This is an optimization exercise on Yosys and OpenROAD, whose aim is small area, a short achievable clock period and few clock cycles, not a production implementation. At most, simulation tests tie the RTL to the original design; equivalence was not proved. No activity file was given, so power comes from the tool's default toggle rates.

## data_mem_subsystem
module data_mem_subsystem(
    input flush,
    input clk,
    input wr_en,
    input [15:0] addr,
    input [7:0] rdata,
    output [7:0] wdata,
    output stall,
    output cache_hit,
    output [15:0] mem_addr,
    output mem_wr_en,
    output [7:0] mem_wdata,
    input [7:0] mem_rdata
    );
wire [6:0] tag   = addr[15:9];
wire [5:0] index = addr[8:3];
reg [6:0] tag_field [0:63];
reg [63:0] valid;
reg       second;      
reg       rd_q;        
reg       valid_q;     
reg [6:0] diff_q;      
assign stall     = ~second;
assign cache_hit = rd_q | (valid_q & ~|diff_q);
assign wdata     = mem_rdata;
assign mem_wr_en = wr_en;
assign mem_wdata = rdata;
assign mem_addr  = addr;
wire [7:0] lo_n, hi_n;
dmc_dec3n u_lo (.a(index[2:0]), .y_n(lo_n));
dmc_dec3n u_hi (.a(index[5:3]), .y_n(hi_n));
wire alloc = second & rd_q;                  
wire [7:0] lo_wn = ~(8'd1 << index[2:0]);
wire [7:0] hi_wn = ~((8'd1 << index[5:3]) & {8{alloc}});
wire [63:0] line;      
wire [63:0] line_we;   
genvar g, b, t;
generate
    for (g = 0; g < 64; g = g + 1) begin : g_dec
        dmc_nor2 u_sel (.a(hi_n[g/8]),  .b(lo_n[g%8]), .y(line[g]));
        dmc_nor2 u_we  (.a(hi_wn[g/8]), .b(lo_wn[g%8]), .y(line_we[g]));
    end
endgenerate
wire [7:0] ent [0:63];
wire [21:0] part_n [0:7];
wire [7:0] entry;
generate
    for (g = 0; g < 64; g = g + 1) begin : g_ent
        assign ent[g] = {valid[g], tag_field[g]};
    end
    for (b = 0; b < 8; b = b + 1) begin : g_bit
        for (t = 0; t < 21; t = t + 1) begin : g_term
            dmc_aoi222 u (.a0(line[3*t]),   .b0(ent[3*t][b]),
                          .a1(line[3*t+1]), .b1(ent[3*t+1][b]),
                          .a2(line[3*t+2]), .b2(ent[3*t+2][b]),
                          .y(part_n[b][t]));
        end
        dmc_nand2 u_last (.a(line[63]), .b(ent[63][b]), .y(part_n[b][21]));
        wire [5:0] grp;
        wire [1:0] grp_n;
        for (t = 0; t < 5; t = t + 1) begin : g_grp
            dmc_nand4 u (.a(part_n[b][4*t]), .b(part_n[b][4*t+1]),
  ...
Size in the first run: ~1100 cells after synthesis, about 520 flip-flops, roughly 19000 um2 of cells after synthesis.
==> flow/config.mk <==
export PLATFORM = sky130hd
export DESIGN_NAME = data_mem_subsystem
export DESIGN_NICKNAME = data_mem_subsystem
export VERILOG_FILES = /design/flow/design.v
export SDC_FILE = /design/flow/constraint.sdc
export NUM_CORES = 4
export LEC_CHECK = 0
export CAP_MARGIN = 20
export CORE_MARGIN = 2
export CORE_UTILIZATION = 65
export CTS_BUF_LIST = sky130_fd_sc_hd__clkbuf_8
export CTS_CLUSTER_DIAMETER = 50
export CTS_CLUSTER_SIZE = 16
export SLEW_MARGIN = 20
export SYNTH_HIERARCHICAL = 1
export SYNTH_MEMORY_MAX_BITS = 8192
export SYNTH_MINIMUM_KEEP_SIZE = 0
==> flow/constraint.sdc <==
create_clock -name core_clock -period 10.0 [get_ports {clk}]
set_input_delay 2.0000 -clock core_clock [delete_from_list [all_inputs] [get_ports {clk}]]
set_output_delay 2.0000 -clock core_clock [all_outputs]
set_load 0.01 [all_outputs]
standard.sh (not shown) runs the stock make flow with config.mk's settings and CLKGATE_MAP_FILE= SYNTH_SCRIPT=/design/flow/synth_recipe.tcl, a recipe that flattens the netlist after the stock synthesis.
==> flow/flow/run.sh <==
#!/bin/bash
set -euo pipefail
export SETUP_SLACK_MARGIN=5.9
export BUFFER_PORTS_ARGS="-buffer_cell sky130_fd_sc_hd__buf_4"
export CTS_ARGS="-sink_clustering_enable -repair_clock_nets -sink_clustering_size 8 -sink_clustering_max_diameter 30 -buf_list {sky130_fd_sc_hd__clkbuf_2 sky130_fd_sc_hd__clkbuf_4} -dont_use_dummy_load"
res=orfs/results/sky130hd/data_mem_subsystem/base
bash standard.sh "$PWD/$res/3_3_place_gp.odb" > orfs_make_place.log 2>&1
openroad -no_init -exit flow/port_feed.tcl > port_feed.log 2>&1
bash standard.sh > orfs_make.log 2>&1
==> flow/flow/port_feed.tcl <==
# Feed each output port's buffer straight from the input port when it is
# driven through that input port's buffer.
set odb orfs/results/sky130hd/data_mem_subsystem/base/3_3_place_gp.odb
read_db $odb
set block [ord::get_db_block]
set n 0
foreach bterm [$block getBTerms] {
  if {[$bterm getIoType] ne "OUTPUT"} { continue }
  set onet [$bterm getNet]
  set obuf ""
  foreach it [$onet getITerms] {
    if {[$it isOutputSignal]} { set obuf [$it getInst] }
  }
  if {$obuf eq "" || ![string match output* [$obuf getName]]} { continue }
  set a [$obuf findITerm A]
  set mnet [$a getNet]
  set ibuf ""
  foreach it [$mnet getITerms] {
    if {[$it isOutputSignal]} { set ibuf [$it getInst] }
  }
  if {$ibuf eq "" || ![string match input* [$ibuf getName]]} { continue }
  set pnet [[$ibuf findITerm A] getNet]
  set isport 0
  foreach bt [$pnet getBTerms] {
    if {[$bt getIoType] eq "INPUT"} { set isport 1 }
  }
  if {!$isport} { continue }
  $a disconnect
  $a connect $pnet
  puts "fed [$obuf getName] ([$bterm getName]) from port net [$pnet getName]"
  incr n
}
puts "reconnected $n output buffers"
write_db $odb
Testbench counts at the start, summed over its fixed seeds: cycles 64,000.
Then changed:
==> flow/flow/run.sh (replaced) <==
#!/bin/bash
set -euo pipefail
export SETUP_SLACK_MARGIN=5.75
export BUFFER_PORTS_ARGS="-buffer_cell sky130_fd_sc_hd__buf_4"
bash standard.sh > orfs_make.log 2>&1
- CTS_BUF_LIST: sky130_fd_sc_hd__clkbuf_8 -> sky130_fd_sc_hd__clkbuf_8 sky130_fd_sc_hd__clkbuf_16
- CTS_CLUSTER_DIAMETER: 50 -> 60
- CTS_CLUSTER_SIZE: 16 -> 20
removed: flow/flow/port_feed.tcl
The changed run finished with timing, DRC and antenna clean.
Sequential cell count is unchanged.
Utilization rose by 3.8 points.
Clock power rises by 41%.
Routed wire length climbs by 5.9%.
Worst setup slack degrades by 0.14 ns.
Worst hold slack stays flat.
Area after synthesis stays the same.
Cell area is higher by 5.4%.
Power went up by 13%.
Final cell count is lower by 0.88%.
Sequential share of layout area went down by 3.8 points.
Then changed:
- CORE_UTILIZATION: 65 -> 75
Effect:
- global-route usage grows by 9.3 points
- worst setup slack is better by 0.0047 ns
- combinational power goes up by roughly a tenth
- final cell count is lower by a few percent
- design area went up slightly
- utilization goes up by 13 points
- routed wire length climbs by roughly a tenth
- via count is higher by roughly a tenth
Then changed:
==> flow/flow/run.sh (replaced) <==
#!/bin/bash
set -euo pipefail
export SETUP_SLACK_MARGIN=5.9
export BUFFER_PORTS_ARGS="-buffer_cell sky130_fd_sc_hd__buf_4"
res=orfs/results/sky130hd/data_mem_subsystem/base
bash standard.sh "$PWD/$res/3_3_place_gp.odb" > orfs_make_place.log 2>&1
openroad -no_init -exit flow/port_feed.tcl > port_feed.log 2>&1
bash standard.sh > orfs_make.log 2>&1
==> flow/flow/port_feed.tcl (new file) <==
# Feed each output port's buffer straight from the input port when it is
# driven through that input port's buffer.
set odb orfs/results/sky130hd/data_mem_subsystem/base/3_3_place_gp.odb
read_db $odb
set block [ord::get_db_block]
set n 0
foreach bterm [$block getBTerms] {
  if {[$bterm getIoType] ne "OUTPUT"} { continue }
  set onet [$bterm getNet]
  set obuf ""
  foreach it [$onet getITerms] {
    if {[$it isOutputSignal]} { set obuf [$it getInst] }
  }
  if {$obuf eq "" || ![string match output* [$obuf getName]]} { continue }
  set a [$obuf findITerm A]
  set mnet [$a getNet]
  set ibuf ""
  foreach it [$mnet getITerms] {
    if {[$it isOutputSignal]} { set ibuf [$it getInst] }
  }
  if {$ibuf eq "" || ![string match input* [$ibuf getName]]} { continue }
  set pnet [[$ibuf findITerm A] getNet]
  set isport 0
  foreach bt [$pnet getBTerms] {
    if {[$bt getIoType] eq "INPUT"} { set isport 1 }
  }
  if {!$isport} { continue }
  $a disconnect
  $a connect $pnet
  puts "fed [$obuf getName] ([$bterm getName]) from port net [$pnet getName]"
  incr n
}
puts "reconnected $n output buffers"
write_db $odb
- CORE_UTILIZATION: 75 -> 65
- CTS_BUF_LIST: sky130_fd_sc_hd__clkbuf_8 sky130_fd_sc_hd__clkbuf_16 -> sky130_fd_sc_hd__clkbuf_8
- CTS_CLUSTER_DIAMETER: 60 -> 50
- CTS_CLUSTER_SIZE: 20 -> 16
Result:
- wire length came out lower by 17%
- design area came out lower by 4.8%
- worst setup slack gets better by 0.13 ns
- sequential power stays flat
- cell count came out higher by 2.7%
- clock power drops by 20%
- clock-buffer cell count grows by 8
- die area grows by 15%
- register-to-register slack gains 0.09 ns
Then changed:
--- a/flow/flow/run.sh
+++ b/flow/flow/run.sh
@@ -1,5 +1,5 @@
 #!/bin/bash
 set -euo pipefail
-export SETUP_SLACK_MARGIN=5.9
+export SETUP_SLACK_MARGIN=5.75
 export BUFFER_PORTS_ARGS="-buffer_cell sky130_fd_sc_hd__buf_4"
 res=orfs/results/sky130hd/data_mem_subsystem/base
- CTS_BUF_LIST: sky130_fd_sc_hd__clkbuf_8 -> sky130_fd_sc_hd__clkbuf_8 sky130_fd_sc_hd__clkbuf_16
- CTS_CLUSTER_DIAMETER: 50 -> 60
- CTS_CLUSTER_SIZE: 16 -> 20
=> The new run completed with no timing, DRC or antenna violations. Critical path depth is unchanged. Synthesized cell count does not change. Routed wire length climbs by 0.54%. Die area does not change. Synthesized area stays the same. Via count is about the same.
Then changed:
==> flow/flow/run.sh (replaced) <==
#!/bin/bash
set -euo pipefail
export SETUP_SLACK_MARGIN=5.75
export BUFFER_PORTS_ARGS="-buffer_cell sky130_fd_sc_hd__buf_4"
export CTS_ARGS="-sink_clustering_enable -repair_clock_nets -sink_clustering_size 16 -sink_clustering_max_diameter 50 -buf_list sky130_fd_sc_hd__clkbuf_8 -dont_use_dummy_load"
bash standard.sh > orfs_make.log 2>&1
- CTS_BUF_LIST: sky130_fd_sc_hd__clkbuf_8 sky130_fd_sc_hd__clkbuf_16 -> sky130_fd_sc_hd__clkbuf_8
- CTS_CLUSTER_DIAMETER: 60 -> 50
- CTS_CLUSTER_SIZE: 20 -> 16
removed: flow/flow/port_feed.tcl
Result:
- The new run went through all stages and came out clean
- via count climbs by about 2.3%
- die area does not change
- clock skew goes up by 0.024 ns
- wire length grows by about 5%
- final area hardly moves
- first-iteration DRC count goes up by 7.0%
- worst setup slack is worse by 0.12 ns
- area after synthesis does not change
- fmax decreases by 2.7%


## v6
data_mem_subsystem, a different RTL version from the one above (not shown whole).
For scale: roughly 1400 cells after synthesis, about 530 flip-flops, roughly 70 I/O pins, about 21000 um2 of cells after synthesis.
make LEC_CHECK=0 CAP_MARGIN=20 CORE_MARGIN=2 CORE_UTILIZATION=40 SLEW_MARGIN=20 SYNTH_MEMORY_MAX_BITS=8192 finish   # period 10.0 ns
run.sh (not shown) runs the stock make flow with config.mk's settings and CLKGATE_MAP_FILE= SYNTH_SCRIPT=/design/flow/synth_recipe.tcl, a recipe that flattens the netlist after the stock synthesis.
Stock flow here: none of the scripts above is used.
v6 | status: complete | timing, DRC, antenna: pass
Testbench counts of v6, summed over its fixed seeds: cycles 47,714.
> inputs changed (v6 -> v7)
- SETUP_SLACK_MARGIN newly set to 4
Results
Compared with v6, v7 shows a higher synthesis-to-finish area growth.
Run comparison: v6 top layer reached by signal wires met4; v7 top layer reached by signal wires met5
Between v7 and v6, final area is higher for v7, v6 comes in under that.
[compare] base=v6 new=v7: worst path arrival time shrank by 1.64 ns, worst path buffer plus inverter count now larger, portion of the layout cell area used by non-clock buffers picked up an extra 4.5 points.


Another version of the RTL of data_mem_subsystem (not shown whole).
Size in the first run: ~1100 cells after synthesis, ~520 flip-flops, about 70 I/O pins, roughly 19000 um^2 of cells after synthesis.
Settings: LEC_CHECK=0, CAP_MARGIN=20, CORE_MARGIN=2, CORE_UTILIZATION=65, CTS_BUF_LIST=sky130_fd_sc_hd__clkbuf_8, CTS_CLUSTER_DIAMETER=50, CTS_CLUSTER_SIZE=16, SLEW_MARGIN=20, SYNTH_HIERARCHICAL=1, SYNTH_MEMORY_MAX_BITS=8192, SYNTH_MINIMUM_KEEP_SIZE=0; clock period 10.0 ns.
standard.sh (not shown) runs the stock make flow with config.mk's settings and CLKGATE_MAP_FILE= SYNTH_SCRIPT=/design/flow/synth_recipe.tcl, a recipe that flattens the netlist after the stock synthesis.
==> flow/flow/run.sh <==
#!/bin/bash
set -euo pipefail
export SETUP_SLACK_MARGIN=5.75
export BUFFER_PORTS_ARGS="-buffer_cell sky130_fd_sc_hd__buf_4"
export CTS_ARGS="-sink_clustering_enable -repair_clock_nets -sink_clustering_size 10 -sink_clustering_max_diameter 40 -buf_list sky130_fd_sc_hd__clkbuf_4 -dont_use_dummy_load"
bash standard.sh > orfs_make.log 2>&1
Testbench counts at the start, summed over its fixed seeds: cycles 64,000.
Then changed:
==> flow/flow/run.sh (replaced) <==
#!/bin/bash
set -euo pipefail
export SETUP_SLACK_MARGIN=5.9
export BUFFER_PORTS_ARGS="-buffer_cell sky130_fd_sc_hd__buf_4"
export CTS_ARGS="-sink_clustering_enable -repair_clock_nets -sink_clustering_size 10 -sink_clustering_max_diameter 40 -buf_list sky130_fd_sc_hd__clkbuf_4 -dont_use_dummy_load"
res=orfs/results/sky130hd/data_mem_subsystem/base
bash standard.sh "$PWD/$res/3_3_place_gp.odb" > orfs_make_place.log 2>&1
openroad -no_init -exit flow/port_feed.tcl > port_feed.log 2>&1
bash standard.sh > orfs_make.log 2>&1
==> flow/flow/port_feed.tcl (new file) <==
# Feed each output port's buffer straight from the input port when it is
# driven through that input port's buffer.
set odb orfs/results/sky130hd/data_mem_subsystem/base/3_3_place_gp.odb
read_db $odb
set block [ord::get_db_block]
set n 0
foreach bterm [$block getBTerms] {
  if {[$bterm getIoType] ne "OUTPUT"} { continue }
  set onet [$bterm getNet]
  set obuf ""
  foreach it [$onet getITerms] {
    if {[$it isOutputSignal]} { set obuf [$it getInst] }
  }
  if {$obuf eq "" || ![string match output* [$obuf getName]]} { continue }
  set a [$obuf findITerm A]
  set mnet [$a getNet]
  set ibuf ""
  foreach it [$mnet getITerms] {
    if {[$it isOutputSignal]} { set ibuf [$it getInst] }
  }
  if {$ibuf eq "" || ![string match input* [$ibuf getName]]} { continue }
  set pnet [[$ibuf findITerm A] getNet]
  set isport 0
  foreach bt [$pnet getBTerms] {
    if {[$bt getIoType] eq "INPUT"} { set isport 1 }
  }
  if {!$isport} { continue }
  $a disconnect
  $a connect $pnet
  puts "fed [$obuf getName] ([$bterm getName]) from port net [$pnet getName]"
  incr n
}
puts "reconnected $n output buffers"
write_db $odb
Utilization went down by 2.7 points.
Critical path depth went down by 1.
Final cell count went down by 1.7%.
Die area does not change.
Worst hold slack stays flat.
Via count went down by 2.8%.
Sequential share of layout area went up by 2.9 points.
Maximum frequency went up by 3.9%.


== job 101 ==
Another version of the RTL of data_mem_subsystem (not shown whole).
Size in the first run: roughly 1400 cells after synthesis.
Settings: LEC_CHECK=0, CAP_MARGIN=20, CORE_MARGIN=2, CORE_UTILIZATION=60, CTS_BUF_LIST=sky130_fd_sc_hd__clkbuf_4 sky130_fd_sc_hd__clkbuf_8, CTS_CLUSTER_SIZE=30, SETUP_SLACK_MARGIN=5, SLEW_MARGIN=20, SYNTH_MEMORY_MAX_BITS=8192; clock period 10.0 ns.
run.sh (not shown) runs the stock make flow with config.mk's settings and CLKGATE_MAP_FILE= SYNTH_SCRIPT=/design/flow/synth_recipe.tcl, a recipe that flattens the netlist after the stock synthesis.
Stock flow here: none of the scripts above is used.
What job 102 does differently from job 101 at the input level:
- removing SETUP_SLACK_MARGIN (formerly 5)
- changing CORE_UTILIZATION from 60 to 50
- removing CTS_CLUSTER_SIZE (formerly 30)
- removing CTS_BUF_LIST (formerly sky130_fd_sc_hd__clkbuf_4 sky130_fd_sc_hd__clkbuf_8)
==> flow/flow/run.sh (new file) <==
#!/bin/bash
set -euo pipefail
export SETUP_SLACK_MARGIN=6
export BUFFER_PORTS_ARGS="-buffer_cell sky130_fd_sc_hd__buf_4"
bash standard.sh > orfs_make.log 2>&1
==> flow/standard.sh (new file) <==
#!/bin/bash
# synth_recipe.tcl (not shown) runs the flow's synth.tcl, then flattens the netlist and writes it again
# the make line also repeats each setting of config.mk as NAME=value (left out here)
make -C /OpenROAD-flow-scripts/flow DESIGN_CONFIG=/design/flow/config.mk WORK_HOME=/design/flow/orfs CLKGATE_MAP_FILE= SYNTH_SCRIPT=/design/flow/synth_recipe.tcl "${@:-finish}"
removed: flow/run.sh
==> comparison <==
- Job 102 closes out successfully: all stages finished, all timing, DRC and antenna checks passed.
- Diff job 101 -> job 102: final-layout clock-cell area share lower, initial core utilization lower, logic depth of the worst setup path including buffers higher, via count of the first global-routing pass higher.
- Area after detailed placement: job 102 vs job 101 up about 0.46%
- Compared with job 101, job 102 shows number of fillers in the final layout that has gone up by more than a quarter.
- Going from job 101 to job 102, arrival time of the worst setup path moved down, sequential share of layout area moved down, final cell count moved up.
No run of this note included a check of the RTL's function; only the layout flow was run.

[static timing again, ports no longer ideal]
Ports are ideal in the flow. The routed layouts listed here were re-timed in OpenROAD.
Step 1, drivers: a clkbuf_16 drives clk and a buf_2 each remaining input, both assumed.
Step 2, shift: input delay + t, output delay - t, t = (earliest + latest rising clock arrival at the registers) / 2. This alone moves slack from input paths to output paths.
Slacks: ideal ports / drivers / drivers and shift; pairs: ideal ports / drivers.
run | t, ns | slack for setup (ns) | hold WS [ns] | slew at the worst register clock pin (ns) | worst slew at a driven data input, ns
the first run of note 1 | 0.744 | 5.887 / 5.687 / 5.372 | 0.457 / 0.457 / 0.457 | 0.09 / 0.09 | 0.23
the second run of note 1 | 0.577 | 5.749 / 5.582 / 5.382 | 0.456 / 0.456 / 0.456 | 0.09 / 0.09 | 0.26
the third run of note 1 | 0.578 | 5.754 / 5.560 / 5.154 | 0.473 / 0.473 / 0.473 | 0.09 / 0.09 | 0.28
the fourth run of note 1 | 0.619 | 5.888 / 5.698 / 5.363 | 0.458 / 0.458 / 0.458 | 0.10 / 0.10 | 0.22
the fifth run of note 1 | 0.570 | 5.870 / 5.652 / 5.316 | 0.451 / 0.451 / 0.451 | 0.08 / 0.08 | 0.24
the sixth run of note 1 | 0.607 | 5.754 / 5.580 / 5.309 | 0.454 / 0.454 / 0.454 | 0.10 / 0.10 | 0.27
v6 | 0.655 | 1.469 / 1.430 / 1.430 | 0.473 / 0.473 / 0.473 | 0.07 / 0.07 | 0.06
v7 | 0.665 | 3.109 / 2.827 / 2.827 | 0.469 / 0.469 / 0.469 | 0.07 / 0.07 | 0.36
the first run of note 3 | 0.723 | 5.733 / 5.451 / 5.341 | 0.469 / 0.469 / 0.469 | 0.12 / 0.12 | 0.33
the second run of note 3 | 0.766 | 5.893 / 5.687 / 5.373 | 0.469 / 0.469 / 0.469 | 0.11 / 0.11 | 0.24
job 101 | 0.683 | 4.969 / 4.954 / 4.271 | 0.423 / 0.423 / 0.423 | 0.07 / 0.07 | 0.17
job 102 | 0.651 | 5.705 / 5.504 / 4.879 | 0.410 / 0.410 / 0.410 | 0.06 / 0.06 | 0.29
After both steps every run listed still meets setup and hold. The setup slack of job 102, which loses most, moves by -0.201 ns with the drivers and by -0.826 ns with both steps.
